Source: an optimization exercise on an open RTL-to-GDS flow (aim: small area). Production flows keep margins and buffers that such runs may drop.
Only simulation tests tie the RTL to the original design; equivalence was not proved.
No activity file was given, so power comes from the tool's default toggle rates.

==> design.v <==
module hart #(
    parameter RESET_ADDR = 32'h00000000
) (
    input  wire        i_clk,
    input  wire        i_rst,
    output wire [31:0] o_imem_raddr,
    input  wire [31:0] i_imem_rdata,
    output wire [31:0] o_dmem_addr,
    output wire        o_dmem_ren,
    output wire        o_dmem_wen,
    output wire [31:0] o_dmem_wdata,
    output wire [ 3:0] o_dmem_mask,
    input  wire [31:0] i_dmem_rdata,
    output wire        o_retire_valid,
    output wire [31:0] o_retire_inst,
    output wire        o_retire_trap,
    output wire        o_retire_halt,
    output wire [ 4:0] o_retire_rs1_raddr,
    output wire [ 4:0] o_retire_rs2_raddr,
    output wire [31:0] o_retire_rs1_rdata,
    output wire [31:0] o_retire_rs2_rdata,
    output wire [ 4:0] o_retire_rd_waddr,
    output wire [31:0] o_retire_rd_wdata,
    output wire [31:0] o_retire_pc,
    output wire [31:0] o_retire_next_pc
);
    wire [31:0] pc_curr;
    wire [31:0] pc_next;
    pc #(.RESET_ADDR(RESET_ADDR)) u_pc (
        .clk     (i_clk),
        .rst     (i_rst),
        .pc_next (pc_next),
        .pc_curr (pc_curr)
    );
    assign o_imem_raddr = pc_curr;
    assign o_retire_pc  = pc_curr;
    wire [6:0]  opcode;
    wire [2:0]  funct3;
    wire [6:0]  funct7;
    wire [4:0]  rs1_addr, rs2_addr, rd_addr;
    wire [31:0] imm_i, imm_s, imm_b, imm_u, imm_j;
    decoder u_decoder (
        .inst   (i_imem_rdata),
        .opcode (opcode),
        .funct3 (funct3),
        .funct7 (funct7),
        .rs1    (rs1_addr),
        .rs2    (rs2_addr),
        .rd     (rd_addr),
        .imm_i  (imm_i),
        .imm_s  (imm_s),
        .imm_b  (imm_b),
        .imm_u  (imm_u),
        .imm_j  (imm_j)
    );
    wire [3:0] alu_ctrl;
    wire       reg_write, mem_read, mem_write, mem_to_reg;
    wire       alu_src, branch, jump, jalr, lui, auipc;
    wire       use_rs1, use_rs2, illegal, halt;
    control u_control (
        .i_opcode    (opcode),
        .i_funct3    (funct3),
        .i_funct7    (funct7),
        .i_instr     (i_imem_rdata),
        .o_alu_ctrl  (alu_ctrl),
        .o_reg_write (reg_write),
        .o_mem_read  (mem_read),
        .o_mem_write (mem_write),
        .o_mem_to_reg(mem_to_reg),
        .o_alu_src   (alu_src),
        .o_branch    (branch),
        .o_jump      (jump),
        .o_jalr      (jalr),
        .o_lui       (lui),
        .o_auipc     (auipc),
        .o_use_rs1   (use_rs1),
        .o_use_rs2   (use_rs2),
        .o_illegal   (illegal),
        .o_halt      (halt)
    );
    wire [31:0] rs1_data, rs2_data, rd_data;
    wire        reg_write_en;
    wire        trap;
    rf u_rf (
        .clk    (i_clk),
        .rst    (i_rst),
        .wen    (reg_write_en),
        .waddr  (rd_addr),
        .wdata  (rd_data),
        .raddr1 (rs1_addr),
        .raddr2 (rs2_addr),
        .rdata1 (rs1_data),
        .rdata2 (rs2_data)
    );
    assign o_retire_rs1_raddr = use_rs1 ? rs1_addr : 5'd0;
    assign o_retire_rs1_rdata = use_rs1 ? rs1_data : 32'd0;
    assign o_retire_rs2_raddr = use_rs2 ? rs2_addr : 5'd0;
    assign o_retire_rs2_rdata = use_rs2 ? rs2_data : 32'd0;
    assign o_retire_rd_waddr  = reg_write_en ? rd_addr : 5'd0;
    assign o_retire_rd_wdata  = rd_data;
    wire [31:0] imm_out;
    imm_gen u_imm_gen (
        .i_instr (i_imem_rdata),
        .o_imm   (imm_out)
    );
    wire [31:0] alu_op1;
    wire [31:0] alu_op2;
    wire [31:0] alu_result;
    wire        alu_zero;
    assign alu_op1 = auipc ? pc_curr :
                     lui   ? 32'd0   :
                             rs1_data;
    assign alu_op2 = (alu_src) ? imm_out : rs2_data;
    alu u_alu (
        .i_op1      (alu_op1),
        .i_op2      (alu_op2),
        .i_alu_ctrl (alu_ctrl),
        .o_result   (alu_result),
        .o_zero     (alu_zero)
    );
    wire [1:0] ea_lo = alu_result[1:0];
    wire       mem_misaligned = (mem_read | mem_write) &
                                ((funct3[1:0] == 2'b01 && ea_lo[0]) ||
                                 (funct3[1:0] == 2'b10 && ea_lo != 2'b00));
    reg  [3:0] mem_mask;
    always @(*) begin
        case (funct3[1:0])
            2'b00:   mem_mask = 4'b0001 << ea_lo;
            2'b01:   mem_mask = ea_lo[1] ? 4'b1100 : 4'b0011;
            default: mem_mask = 4'b1111;
        endcase
    end
    assign o_dmem_addr  = {alu_result[31:2], 2'b00};
    assign o_dmem_wdata = (funct3[1:0] == 2'b00) ? {4{rs2_data[7:0]}} :
                          (funct3[1:0] == 2'b01) ? {2{rs2_data[15:0]}} :
                                                   rs2_data;
    assign o_dmem_ren   = mem_read & ~trap;
    assign o_dmem_wen   = mem_write & ~trap;
    assign o_dmem_mask  = mem_mask;
    wire [31:0] load_shifted = i_dmem_rdata >> {ea_lo, 3'b000};
    wire [31:0] load_data =
        (funct3[1:0] == 2'b00) ? {{24{~funct3[2] & load_shifted[7]}},  load_shifted[7:0]}  :
        (funct3[1:0] == 2'b01) ? {{16{~funct3[2] & load_shifted[15]}}, load_shifted[15:0]} :
                                 i_dmem_rdata;
    wire [31:0] pc_plus_4 = pc_curr + 32'd4;
    assign rd_data       = jump       ? pc_plus_4 :
                           mem_to_reg ? load_data :
                                        alu_result;
    assign reg_write_en  = reg_write & ~trap;
    wire [31:0] branch_target = pc_curr + imm_out;
    wire [31:0] jalr_target   = {alu_result[31:1], 1'b0};
    reg br_taken;
    always @(*) begin
        case (funct3)
            3'b000:  br_taken = (rs1_data == rs2_data);
            3'b001:  br_taken = (rs1_data != rs2_data);
            3'b100:  br_taken = ($signed(rs1_data) <  $signed(rs2_data));
            3'b101:  br_taken = ($signed(rs1_data) >= $signed(rs2_data));
            3'b110:  br_taken = (rs1_data <  rs2_data);
            default: br_taken = (rs1_data >= rs2_data);
        endcase
    end
    wire redirect = jump | (branch & br_taken);
    wire [31:0] target = jalr ? jalr_target : branch_target;
    wire target_misaligned = redirect & target[1];
    assign pc_next = redirect ? target : pc_plus_4;
    assign o_retire_next_pc = pc_next;
    assign trap           = illegal | mem_misaligned | target_misaligned;
    assign o_retire_inst  = i_imem_rdata;
    assign o_retire_valid = 1'b1;
    assign o_retire_trap  = trap;
    assign o_retire_halt  = halt;  
endmodule
`default_nettype wire
`default_nettype none
module control (
    input  wire [6:0]  i_opcode,
    input  wire [2:0]  i_funct3,
    input  wire [6:0]  i_funct7,
    input  wire [31:0] i_instr,
    output reg  [3:0]  o_alu_ctrl,
    output reg         o_reg_write,
    output reg         o_mem_read,
    output reg         o_mem_write,
    output reg         o_mem_to_reg,
    output reg         o_alu_src,
    output reg         o_branch,
    output reg         o_jump,
    output reg         o_jalr,
    output reg         o_lui,
    output reg         o_auipc,
    output reg         o_use_rs1,
    output reg         o_use_rs2,
    output reg         o_illegal,
    output wire        o_halt
);
    assign o_halt = (i_instr == 32'h00100073);
    always @(*) begin
        o_alu_ctrl   = 4'b0000;
        o_reg_write  = 1'b0;
        o_mem_read   = 1'b0;
        o_mem_write  = 1'b0;
        o_mem_to_reg = 1'b0;
        o_alu_src    = 1'b0;
        o_branch     = 1'b0;
        o_jump       = 1'b0;
        o_jalr       = 1'b0;
        o_lui        = 1'b0;
        o_auipc      = 1'b0;
        o_use_rs1    = 1'b0;
        o_use_rs2    = 1'b0;
        o_illegal    = 1'b0;
        case (i_opcode)
            7'b0110011: begin  
                o_reg_write = 1'b1;
                o_alu_src   = 1'b0;
                o_use_rs1   = 1'b1;
                o_use_rs2   = 1'b1;
                case ({i_funct7, i_funct3})
                    10'b0000000_000: o_alu_ctrl = 4'b0000;  
                    10'b0100000_000: o_alu_ctrl = 4'b0001;  
                    10'b0000000_111: o_alu_ctrl = 4'b0010;  
                    10'b0000000_110: o_alu_ctrl = 4'b0011;  
                    10'b0000000_100: o_alu_ctrl = 4'b0100;  
                    10'b0000000_001: o_alu_ctrl = 4'b0101;  
                    10'b0000000_101: o_alu_ctrl = 4'b0110;  
                    10'b0100000_101: o_alu_ctrl = 4'b0111;  
                    10'b0000000_010: o_alu_ctrl = 4'b1000;  
                    10'b0000000_011: o_alu_ctrl = 4'b1001;  
                    default:         o_illegal  = 1'b1;
                endcase
            end
            7'b0010011: begin  
                o_reg_write = 1'b1;
                o_alu_src   = 1'b1;
                o_use_rs1   = 1'b1;
                case (i_funct3)
                    3'b000: o_alu_ctrl = 4'b0000;  
                    3'b010: o_alu_ctrl = 4'b1000;  
                    3'b011: o_alu_ctrl = 4'b1001;  
                    3'b100: o_alu_ctrl = 4'b0100;  
                    3'b110: o_alu_ctrl = 4'b0011;  
                    3'b111: o_alu_ctrl = 4'b0010;  
                    3'b001: begin                  
                        o_alu_ctrl = 4'b0101;
                        o_illegal  = (i_funct7 != 7'b0000000);
                    end
                    default: begin                 
                        o_alu_ctrl = (i_funct7 == 7'b0000000) ? 4'b0110 : 4'b0111;
                        o_illegal  = (i_funct7 != 7'b0000000) && (i_funct7 != 7'b0100000);
                    end
                endcase
            end
            7'b0000011: begin  
                o_reg_write  = 1'b1;
                o_mem_read   = 1'b1;
                o_mem_to_reg = 1'b1;
                o_alu_src    = 1'b1;
                o_use_rs1    = 1'b1;
                o_alu_ctrl   = 4'b0000;  
                o_illegal    = (i_funct3 == 3'b011) || (i_funct3 == 3'b110) || (i_funct3 == 3'b111);
            end
            7'b0100011: begin  
                o_mem_write = 1'b1;
                o_alu_src   = 1'b1;
                o_use_rs1   = 1'b1;
                o_use_rs2   = 1'b1;
                o_alu_ctrl  = 4'b0000;  
                o_illegal   = (i_funct3[2] == 1'b1) || (i_funct3[1:0] == 2'b11);
            end
            7'b1100011: begin  
                o_branch    = 1'b1;
                o_alu_src   = 1'b0;
                o_use_rs1   = 1'b1;
                o_use_rs2   = 1'b1;
                o_alu_ctrl  = 4'b0001;  
                o_illegal   = (i_funct3[2:1] == 2'b01);
            end
            7'b1101111: begin  
                o_jump       = 1'b1;
                o_reg_write  = 1'b1;
                o_mem_to_reg = 1'b0;
            end
            7'b1100111: begin  
                o_jump       = 1'b1;
                o_jalr       = 1'b1;
                o_reg_write  = 1'b1;
                o_mem_to_reg = 1'b0;
                o_alu_src    = 1'b1;
                o_use_rs1    = 1'b1;
                o_alu_ctrl   = 4'b0000;  
                o_illegal    = (i_funct3 != 3'b000);
            end
            7'b0110111: begin  
                o_reg_write  = 1'b1;
                o_alu_src    = 1'b1;
                o_lui        = 1'b1;
                o_alu_ctrl   = 4'b0000;
            end
            7'b0010111: begin  
                o_reg_write  = 1'b1;
                o_alu_src    = 1'b1;
                o_auipc      = 1'b1;
                o_alu_ctrl   = 4'b0000;
            end
            default: begin
                o_illegal    = !o_halt;
            end
        endcase
    end
endmodule
`default_nettype wire
`default_nettype none
module decoder (
    input  wire [31:0] inst,        
    output wire [6:0]  opcode,      
    output wire [2:0]  funct3,      
    output wire [6:0]  funct7,      
    output wire [4:0]  rs1,         
    output wire [4:0]  rs2,         
    output wire [4:0]  rd,          
    output wire [31:0] imm_i,       
    output wire [31:0] imm_s,       
    output wire [31:0] imm_b,       
    output wire [31:0] imm_u,       
    output wire [31:0] imm_j        
);
    assign opcode = inst[6:0];
    assign rd     = inst[11:7];
    assign funct3 = inst[14:12];
    assign rs1    = inst[19:15];
    assign rs2    = inst[24:20];
    assign funct7 = inst[31:25];
    assign imm_i = {{20{inst[31]}}, inst[31:20]};
    assign imm_s = {{20{inst[31]}}, inst[31:25], inst[11:7]};
    assign imm_b = {{19{inst[31]}}, inst[31], inst[7],
                    inst[30:25], inst[11:8], 1'b0};
    assign imm_u = {inst[31:12], 12'd0};
    assign imm_j = {{11{inst[31]}}, inst[31],
                    inst[19:12], inst[20], inst[30:21], 1'b0};
endmodule
`default_nettype wire
`default_nettype none
module imm_gen (
    input  wire [31:0] i_instr,      
    output reg  [31:0] o_imm         
);
    wire [6:0] opcode;
    assign opcode = i_instr[6:0];
    always @(*) begin
        case (opcode)
            7'b0000011,  
            7'b0010011,  
            7'b1100111:  
                o_imm = {{20{i_instr[31]}}, i_instr[31:20]};
            7'b0100011:  
                o_imm = {{20{i_instr[31]}}, i_instr[31:25], i_instr[11:7]};
            7'b1100011:  
                o_imm = {{19{i_instr[31]}}, i_instr[31], i_instr[7],
                         i_instr[30:25], i_instr[11:8], 1'b0};
            7'b0110111,  
            7'b0010111:  
                o_imm = {i_instr[31:12], 12'd0};
            7'b1101111:  
                o_imm = {{11{i_instr[31]}}, i_instr[31], i_instr[19:12],
                         i_instr[20], i_instr[30:21], 1'b0};
            default:
                o_imm = 32'd0;
        endcase
    end
endmodule
`default_nettype wire
`default_nettype none
module alu (
    input  wire [31:0] i_op1,
    input  wire [31:0] i_op2,
    input  wire [3:0]  i_alu_ctrl,
    output reg  [31:0] o_result,
    output wire        o_zero
);
    always @(*) begin
        case (i_alu_ctrl)
            4'b0000: o_result = i_op1 + i_op2;               
            4'b0001: o_result = i_op1 - i_op2;               
            4'b0010: o_result = i_op1 & i_op2;               
            4'b0011: o_result = i_op1 | i_op2;               
            4'b0100: o_result = i_op1 ^ i_op2;               
            4'b0101: o_result = i_op1 << i_op2[4:0];         
            4'b0110: o_result = i_op1 >> i_op2[4:0];         
            4'b0111: o_result = $signed(i_op1) >>> i_op2[4:0];  
            4'b1000: o_result = ($signed(i_op1) < $signed(i_op2)) ? 32'd1 : 32'd0;   
            4'b1001: o_result = (i_op1 < i_op2) ? 32'd1 : 32'd0;   
            default: o_result = 32'd0;
        endcase
    end
    assign o_zero = (o_result == 32'd0);
endmodule
`default_nettype wire
`default_nettype none
module rf (
    input  wire        clk,           
    input  wire        rst,           
    input  wire        wen,           
    input  wire [4:0]  waddr,         
    input  wire [31:0] wdata,         
    input  wire [4:0]  raddr1,        
    input  wire [4:0]  raddr2,        
    output wire [31:0] rdata1,        
    output wire [31:0] rdata2         
);
    reg [31:0] mem [0:31];
    integer i;
    always @(posedge clk) begin
        if (rst) begin
            for (i = 0; i < 32; i = i + 1)
                mem[i] <= 32'd0;
        end else if (wen && (waddr != 5'd0)) begin
            mem[waddr] <= wdata;       
        end
    end
    assign rdata1 = (raddr1 == 5'd0) ? 32'd0 : mem[raddr1];
    assign rdata2 = (raddr2 == 5'd0) ? 32'd0 : mem[raddr2];
endmodule
`default_nettype wire
`default_nettype none
module pc #(
    parameter RESET_ADDR = 32'h00000000
)(
    input  wire        clk,        
    input  wire        rst,        
    input  wire [31:0] pc_next,    
    output wire [31:0] pc_curr     
);
    reg [31:0] pc_reg;
    always @(posedge clk) begin
    if (rst)
        pc_reg <= RESET_ADDR;
    else
        pc_reg <= pc_next;
    end
    assign pc_curr = pc_reg;
endmodule
`default_nettype wire
==> run.sh <==
#!/bin/bash
# synth_recipe.tcl (not shown) runs the flow's synth.tcl, then flattens the netlist and writes it again
# the make line also repeats each setting of config.mk as NAME=value (left out here)
make -C /OpenROAD-flow-scripts/flow DESIGN_CONFIG=/design/flow/config.mk WORK_HOME=/design/flow/orfs CLKGATE_MAP_FILE= SYNTH_SCRIPT=/design/flow/synth_recipe.tcl finish
==> config.mk <==
export PLATFORM = sky130hd
export DESIGN_NAME = hart
export DESIGN_NICKNAME = hart
export VERILOG_FILES = /design/flow/design.v
export SDC_FILE = /design/flow/constraint.sdc
export NUM_CORES = 8
export LEC_CHECK = 0
export ABC_AREA = 1
export CAP_MARGIN = 20
export CORE_MARGIN = 2
export CORE_UTILIZATION = 40
export SETUP_SLACK_MARGIN = 0.5
export SLEW_MARGIN = 20
==> constraint.sdc <==
create_clock -name core_clock -period 13.0 [get_ports {i_clk}]
set_input_delay 2.6000 -clock core_clock [delete_from_list [all_inputs] [get_ports {i_clk}]]
set_output_delay 2.6000 -clock core_clock [all_outputs]
set_load 0.01 [all_outputs]
==> results.tsv <==
metric	value	unit
vias in the first global route	75436	
1st-pass router iterations	10	
multi-input logic area	35900	um2
Power Dens Cells	134	nW/um2
total power	11700	uW
status	finished clean	
initial antenna violation count	35	
final setup fails	0	
most common flop cell mapped by yosys	edfxtp_1	
synthesized area per cell	7.65	um2
Area Growth Syn to Fin	18.5	%
area fraction in and, or, nand and nor cells after synthesis	23.1	%
Post-synth EDFFs	1024	
DP HPWL	304	mm
Register Area	31400	um2
max FFs per register	1024	
Post-Syn Area	73700	um2
Initial Util	40.2	%
num ports	378	
routed length on met1	169	mm
top sig layer	met5	
Worst EP required	10400	ps
critical path launch point type	primary input	
Worst Skew	90.5	ps
largest net degree at the start of global routing	124	
DRC	0	
Synthesis Warnings	6	
Synth top area share	41.7	%
max-cap viol count	0	
clk sink count	1056	
CTS tree	yes	
Cells after Synth	9630	
Final Util	47.7	%
die area	188000	um2
PortBufs	374	
WL/cell	34.9	um
gr ovfl total	0	
Clock Pin Slew Worst Setup and Hold Paths	60	ps
top cell type by total area after synthesis	edfxtp_1	
most frequent cells in the layout	nand2_1, nor2_1, a21oi_1	
total number of vias	81692	
unrepaired setup endpoints after global routing	no	
FMAX	80.5	MHz
Reg2Reg Setup Slack	5280	ps
top cells by area, synth	edfxtp_1, nand2_1, a21oi_1, nor2_1, o21ai_0	
sequential area share after synthesis	42.6	%
routability cong.	1.09	
Slew Limit Headroom	22.0	%
Tmin final	12420	ps
crit path DAT	9820	ps
Die Wd	433	um
Synth async-reset ratio	0	%
proportion of layout cells with a drive suffix above 1	12.2	%
Post-Synth XOR/XNOR Area	0.690	%
max-slew violation count	0	
Final period util	95.5	%
Seq cells post-synth	1056	
post-synth cell types	72	
Nets	10259	
clock tree buffer depth	3	
Filler Cell Count	18147	
routed wl met2	179	mm
Total GRT Usage	45.3	%
final hold vios	0	
CTS H-Tree Depth	3	
Worst Hold Class	reg -> reg	
post-route ant nets	0	
complex-gate fraction of the synthesized area	21.4	%
Critical Path Start	i_imem_rdata[3]	
final WL	440	mm
CTS root buf	clkbuf_16	
Core Region	183000	um2
final hold slack	673	ps
worst-margin pin slew	1160	ps
Critical R2R Capture	u_rf.mem[7][7]$_SDFFCE_PN0P_	
reg2reg path depth	34	
clock latency on the worst-skew pair	880	ps
routed wl met3	60.3	mm
DRT iter0 DRCs	14963	
Core Rows	157	
first-pass GRT wire length	598	mm
Worst Hold Depth	2	
post-synthesis mux area share	0.0272	%
LEAKAGE	0.0348	uW
area share of fa/ha/maj cells after synthesis	2.82	%
FF-to-FF Start	u_rf.mem[8][5]$_SDFFCE_PN0P_	
critical path endpoint category	primary output	
kind of critical path	in -> out	
crit path max fanout	11	
largest family of logic cells by synthesized area	simple AND/OR/NAND/NOR gates	
Max VDD drop	127	uV
Num CTS Buffers	120	
commonest non-fill, non-tap cell in the layout	nand2_1	
crit path capture	o_retire_rd_wdata[26]	
Die Y	433	um
DR vias/cell	6.48	
==> metrics by stage <==
step	cell area, um2	TNS [ps]	worst slack (ps)	std cells
2_1_floorplan	73800	0	2650	9663
3_3_place_gp	83300	-292	-165	12365
3_5_place_dp	83300	-222	-123	12366
4_1_cts	87100	0	499	12588
5_1_grt	87200	0	518	12596
6_report	87300	0	579	12613
==> per-layer routing <==
metal	vias to the layer above	GRT usage, %
li1	34029	-
met4	24	27.1
met1	39184	61.4
met5	-	0
met3	1494	12.9
met2	6961	63.9
==> cells in the mapped netlist, types with 12 or more instances <==
| cell | count |
|---|---|
| xor2_1 | 57 |
| buf_1 | 78 |
| o221ai_1 | 71 |
| nor2_1 | 1317 |
| or2_2 | 16 |
| nor3_1 | 43 |
| nand3_1 | 784 |
| nand2_1 | 1669 |
| o22ai_1 | 27 |
| a221oi_1 | 53 |
| edfxtp_1 | 1024 |
| buf_4 | 103 |
| o2111ai_1 | 12 |
| o21ai_0 | 947 |
| a21oi_1 | 1105 |
| nand3_4 | 18 |
| clkbuf_1 | 334 |
| nand4_1 | 66 |
| nor2_2 | 20 |
| a21oi_2 | 101 |
| o211ai_1 | 162 |
| ha_1 | 161 |
| inv_2 | 25 |
| nor4_1 | 16 |
| a31oi_1 | 28 |
| dfxtp_1 | 32 |
| a22oi_1 | 124 |
| o21ai_1 | 24 |
| inv_1 | 673 |
| buf_2 | 348 |
| o21bai_1 | 17 |
| and2_1 | 16 |
==> cells by family (layout without fill, tap and decap cells) <==
kind of cell             Yosys count  count (layout)
AO/OA/AOI/OAI                   2753            2753
XOR/XNOR                          58              58
adder cells (fa/ha/maj)          164             164
buffers and inverters           1580            2046
flip-flops                      1056            1056
multiplexers                       2               2
other                              2              55
AND/OR/NAND/NOR                 4015            4015
==> final cells by class <==
cell class / instances / share of cell area [%]
Clock buffer: 145 / 3.55
Antenna cell: 20 / 0.0573
Multi-Input combinational cell: 7027 / 41.1
Clock inverter: 77 / 0.774
Inverter: 705 / 3.07
Tap cell: 2464 / 3.53
Timing Repair Buffer: 1119 / 11.9
Sequential cell: 1056 / 36.0
==> critical path: stages <==
cell and delay (ps):
clkdlybuf4s50_1 680, nor2_1 90, nand3_1 260, inv_1 150, nand3_1 190, nand4_4 140
inv_2 340, nand3_1 340, nand2_1 470, nand3_1 510, nand3_1 230, nand2_1 210
nand2_1 150, nand3_1 280, nand3_1 160, nand2_1 120, a21oi_1 860, nand3_1 270
nand3_2 190, buf_4 170, nand4_1 290, nand2_1 300, buf_12 180, nand2_1 60
clkdlybuf4s50_1 490
==> power breakdown <==
| part | switching [uW] | total, uW | internal [uW] |
|---|---|---|---|
| Combinational | 3120 | 4410 | 1300 |
| Clock | 1570 | 3390 | 1820 |
| Sequential | 63.8 | 3910 | 3840 |
==> worst min-delay path by stage <==
stage                                          from                         to  slack, ps
after floorplan           u_pc.pc_reg[0]$_SDFF_PP0_  u_pc.pc_reg[0]$_SDFF_PP0_        570
after global placement    u_pc.pc_reg[0]$_SDFF_PP0_  u_pc.pc_reg[0]$_SDFF_PP0_        630
after detailed placement  u_pc.pc_reg[0]$_SDFF_PP0_  u_pc.pc_reg[0]$_SDFF_PP0_        650
after CTS                 u_pc.pc_reg[0]$_SDFF_PP0_  u_pc.pc_reg[0]$_SDFF_PP0_        650
after global routing      u_pc.pc_reg[0]$_SDFF_PP0_  u_pc.pc_reg[0]$_SDFF_PP0_        710
final                     u_pc.pc_reg[0]$_SDFF_PP0_  u_pc.pc_reg[0]$_SDFF_PP0_        670
==> what timing repair did <==
| item | in CTS | in global routing |
|---|---|---|
| hold buffers | 0 | 0 |
| pin swaps | 0 | 4 |
| buffers inserted | 0 | 4 |
| setup endpoints to repair | 39 | 43 |
| gates resized for setup | 8 | 29 |
| gates cloned | 0 | 0 |

## port drivers added, routing unchanged
No port has a modelled driver above. Below, the same layout with a new extraction and two added sets of constraints. Step 1 (the two cells are an assumption about what drives the block):
set clk [get_ports {i_clk}]
set_driving_cell -lib_cell sky130_fd_sc_hd__clkbuf_16 $clk
set_driving_cell -lib_cell sky130_fd_sc_hd__buf_2 [delete_from_list [all_inputs] $clk]
Step 2, shift: input delay + t, output delay - t, t = (earliest + latest rising clock arrival at the registers) / 2. This alone moves slack from input paths to output paths. Slacks: ideal ports / drivers / drivers and shift; pairs: ideal ports / drivers.
t, ns: 0.922
slack for setup (ns): 0.579 / 0.479 / 0.479
slew at the worst register clock pin (ns): 0.07 / 0.07
After both steps setup and hold are still met in this run. The setup slack of this run moves by -0.100 ns with the drivers and by -0.100 ns with both steps.
